What follows belongs to an exercise in optimizing a design on an open flow for small area and a short achievable clock period; a production flow would make more cautious choices.
Function was checked by simulation only, so behaviour that the tests miss may differ from the original.
Power and IR drop assume default switching activity.

Design FIRLPF, start of the top module:
module FIRLPF(
       input                     Clock,
       input                     Rst_n,
       input      signed  [31:0] InputData1,
       output     signed  [31:0] OutputData
);
For scale: ~2000 cells after synthesis, roughly 66 I/O pins, about 0.022 sq mm of cells after synthesis.
==> flow/config.mk <==
export PLATFORM = sky130hd
export DESIGN_NAME = FIRLPF
export DESIGN_NICKNAME = FIRLPF
export VERILOG_FILES = /design/flow/design.v
export SDC_FILE = /design/flow/constraint.sdc
export NUM_CORES = 4
export LEC_CHECK = 0
export CAP_MARGIN = 20
export CELL_PAD_IN_SITES_DETAIL_PLACEMENT = 1
export CORE_MARGIN = 2
export CORE_UTILIZATION = 30
export PLACE_DENSITY = 0.5
export SLEW_MARGIN = 20
export SYNTH_HIERARCHICAL = 1
export SYNTH_MINIMUM_KEEP_SIZE = 0
==> flow/constraint.sdc <==
create_clock -name core_clock -period 11.0 [get_ports {Clock}]
set_input_delay 2.2000 -clock core_clock [delete_from_list [all_inputs] [get_ports {Clock}]]
set_output_delay 2.2000 -clock core_clock [all_outputs]
set_load 0.01 [all_outputs]
standard.sh (not shown) runs the stock make flow with config.mk's settings and CLKGATE_MAP_FILE= SYNTH_SCRIPT=/design/flow/synth_recipe.tcl, a recipe that flattens the netlist after the stock synthesis.
==> flow/flow/run.sh <==
#!/bin/bash
# The standard layout (standard.sh) with two changes to how it is made:
# - the port buffers that global placement inserts use buf_2 instead of the
#   flow's default pick, a slow delay buffer;
# - after placement resizing (repair_design), cells that drive many loads
#   and flip-flops that feed output ports get a stronger drive strength of
#   the same cell (post_resize.tcl);
#   detailed placement then legalizes them as usual.
# Everything else, including synthesis, is the standard flow's. The tools'
# full output goes to standard.log in the work folder (and to the ORFS logs
# under orfs/logs).
set -euo pipefail
here=$(cd "$(dirname "$0")" && pwd)
export BUFFER_PORTS_ARGS="-buffer_cell sky130_fd_sc_hd__buf_2"
export POST_RESIZE_TCL="$here/post_resize.tcl"
bash standard.sh > standard.log 2>&1
==> flow/flow/post_resize.tcl <==
# Sourced by ORFS after repair_design in the placement resizing step.
# Cells whose output drives more than 6 pins, and flip-flops that drive an
# output port's buffer, get the _4 drive strength of the same cell; cells
# driving more than 3 pins the _2 one, where the library has it (same
# function; flip-flops stay the same type of flip-flop).
set n_up 0
foreach inst [get_cells *] {
  set master [get_property $inst ref_name]
  if {![regexp {^(sky130_fd_sc_hd__[a-z0-9]+)_([0-9]+)$} $master -> base drive]} { continue }
  if {[string match "*clkbuf*" $base] || [string match "*dly*" $base] || [string match "*tap*" $base]} { continue }
  set fo 0
  foreach pin [get_pins -of_objects $inst -filter "direction == output"] {
    set net [get_nets -of_objects $pin]
    if {$net eq ""} { continue }
    incr fo [llength [get_pins -of_objects $net -filter "direction == input"]]
  }
  # flip-flops that feed an output port's buffer get the strongest drive
  set to_port 0
  if {[regexp {^sky130_fd_sc_hd__df} $base]} {
    foreach pin [get_pins -of_objects $inst -filter "direction == output"] {
      set net [get_nets -of_objects $pin]
      if {$net eq ""} { continue }
      foreach ld [get_pins -of_objects $net -filter "direction == input"] {
        if {[string match "output*" [get_name [get_cells -of_objects $ld]]]} { set to_port 1 }
      }
    }
  }
  if {$fo > 6 || $to_port} { set want 4 } elseif {$fo > 3} { set want 2 } else { continue }
  if {$drive >= $want} { continue }
  if {[llength [get_lib_cells -quiet ${base}_$want]] == 0} { continue }
  replace_cell $inst ${base}_$want
  incr n_up
}
puts "post_resize.tcl: upsized $n_up cells"
==> next run, changes <==
--- a/flow/flow/run.sh
+++ b/flow/flow/run.sh
@@ -6,2 +6,2 @@
-#   and flip-flops that feed output ports get a stronger drive strength of
-#   the same cell (post_resize.tcl);
+#   get a stronger drive strength of the same cell, adder cells excepted
+#   (post_resize.tcl);
==> flow/flow/post_resize.tcl (replaced) <==
# Sourced by ORFS after repair_design in the placement resizing step.
# Cells whose output drives more than 6 pins get the _4 drive strength of the
# same cell, more than 3 pins the _2 one, where the library has it (same
# function; flip-flops stay the same type of flip-flop). Adder cells are
# left alone.
set n_up 0
foreach inst [get_cells *] {
  set master [get_property $inst ref_name]
  if {![regexp {^(sky130_fd_sc_hd__[a-z0-9]+)_([0-9]+)$} $master -> base drive]} { continue }
  if {[string match "*clkbuf*" $base] || [string match "*dly*" $base] || [string match "*tap*" $base]} { continue }
  # the adders' cells (half adders and prefix cells) are left as they are
  if {[regexp {__(ha|fa|a21o)$} $base]} { continue }
  set fo 0
  foreach pin [get_pins -of_objects $inst -filter "direction == output"] {
    set net [get_nets -of_objects $pin]
    if {$net eq ""} { continue }
    incr fo [llength [get_pins -of_objects $net -filter "direction == input"]]
  }
  if {$fo > 6} { set want 4 } elseif {$fo > 3} { set want 2 } else { continue }
  if {$drive >= $want} { continue }
  if {[llength [get_lib_cells -quiet ${base}_$want]] == 0} { continue }
  replace_cell $inst ${base}_$want
  incr n_up
}
puts "post_resize.tcl: upsized $n_up cells"
--- a/flow/config.mk
+++ b/flow/config.mk
@@ -11,0 +12,2 @@
+export CTS_CLUSTER_DIAMETER = 60
+export CTS_CLUSTER_SIZE = 30
What happened: Via count goes down by 0.87%. Count of clock-buffer cells in the layout goes down by 17. Setup slack improved by 0.0047 ns. Clock skew goes up by 0.019 ns. Critical path depth does not change. Design area goes down by 2.3%. Worst hold slack got worse by 0.016 ns. Routed wire length goes down by 2.0%. Core utilization goes down by 0.78 points. Non-clock buffer count is unchanged. Combinational power goes down by about 3%.

what the ideal ports hide:
No port has a modelled driver above. Below, the same layouts with a new extraction and two added sets of constraints.
Step 1 sets driving cells, clkbuf_16 on the clock port and buf_2 on the other inputs (assumed; they add their load-dependent delay and slew).
Step 2 times the ports against the registers' clock, not the clock port: input delays grow and output delays shrink by t, the midpoint of the rising clock arrivals with the driver on.
Slacks: no drivers / after step 1 / after step 2; pairs: no drivers / after step 1.
run	shift t [ns]	setup slack, ns	worst hold slack (ns)	worst setup path after step 2	worst register clock-pin slew, ns
the first run	0.639	7.545 / 7.490 / 7.751	0.323 / 0.323 / 0.323	register to register	0.07 / 0.07
the second run	0.623	7.550 / 7.489 / 7.746	0.307 / 0.307 / 0.307	register to register	0.10 / 0.10
After both steps setup and hold are still met in every run listed.
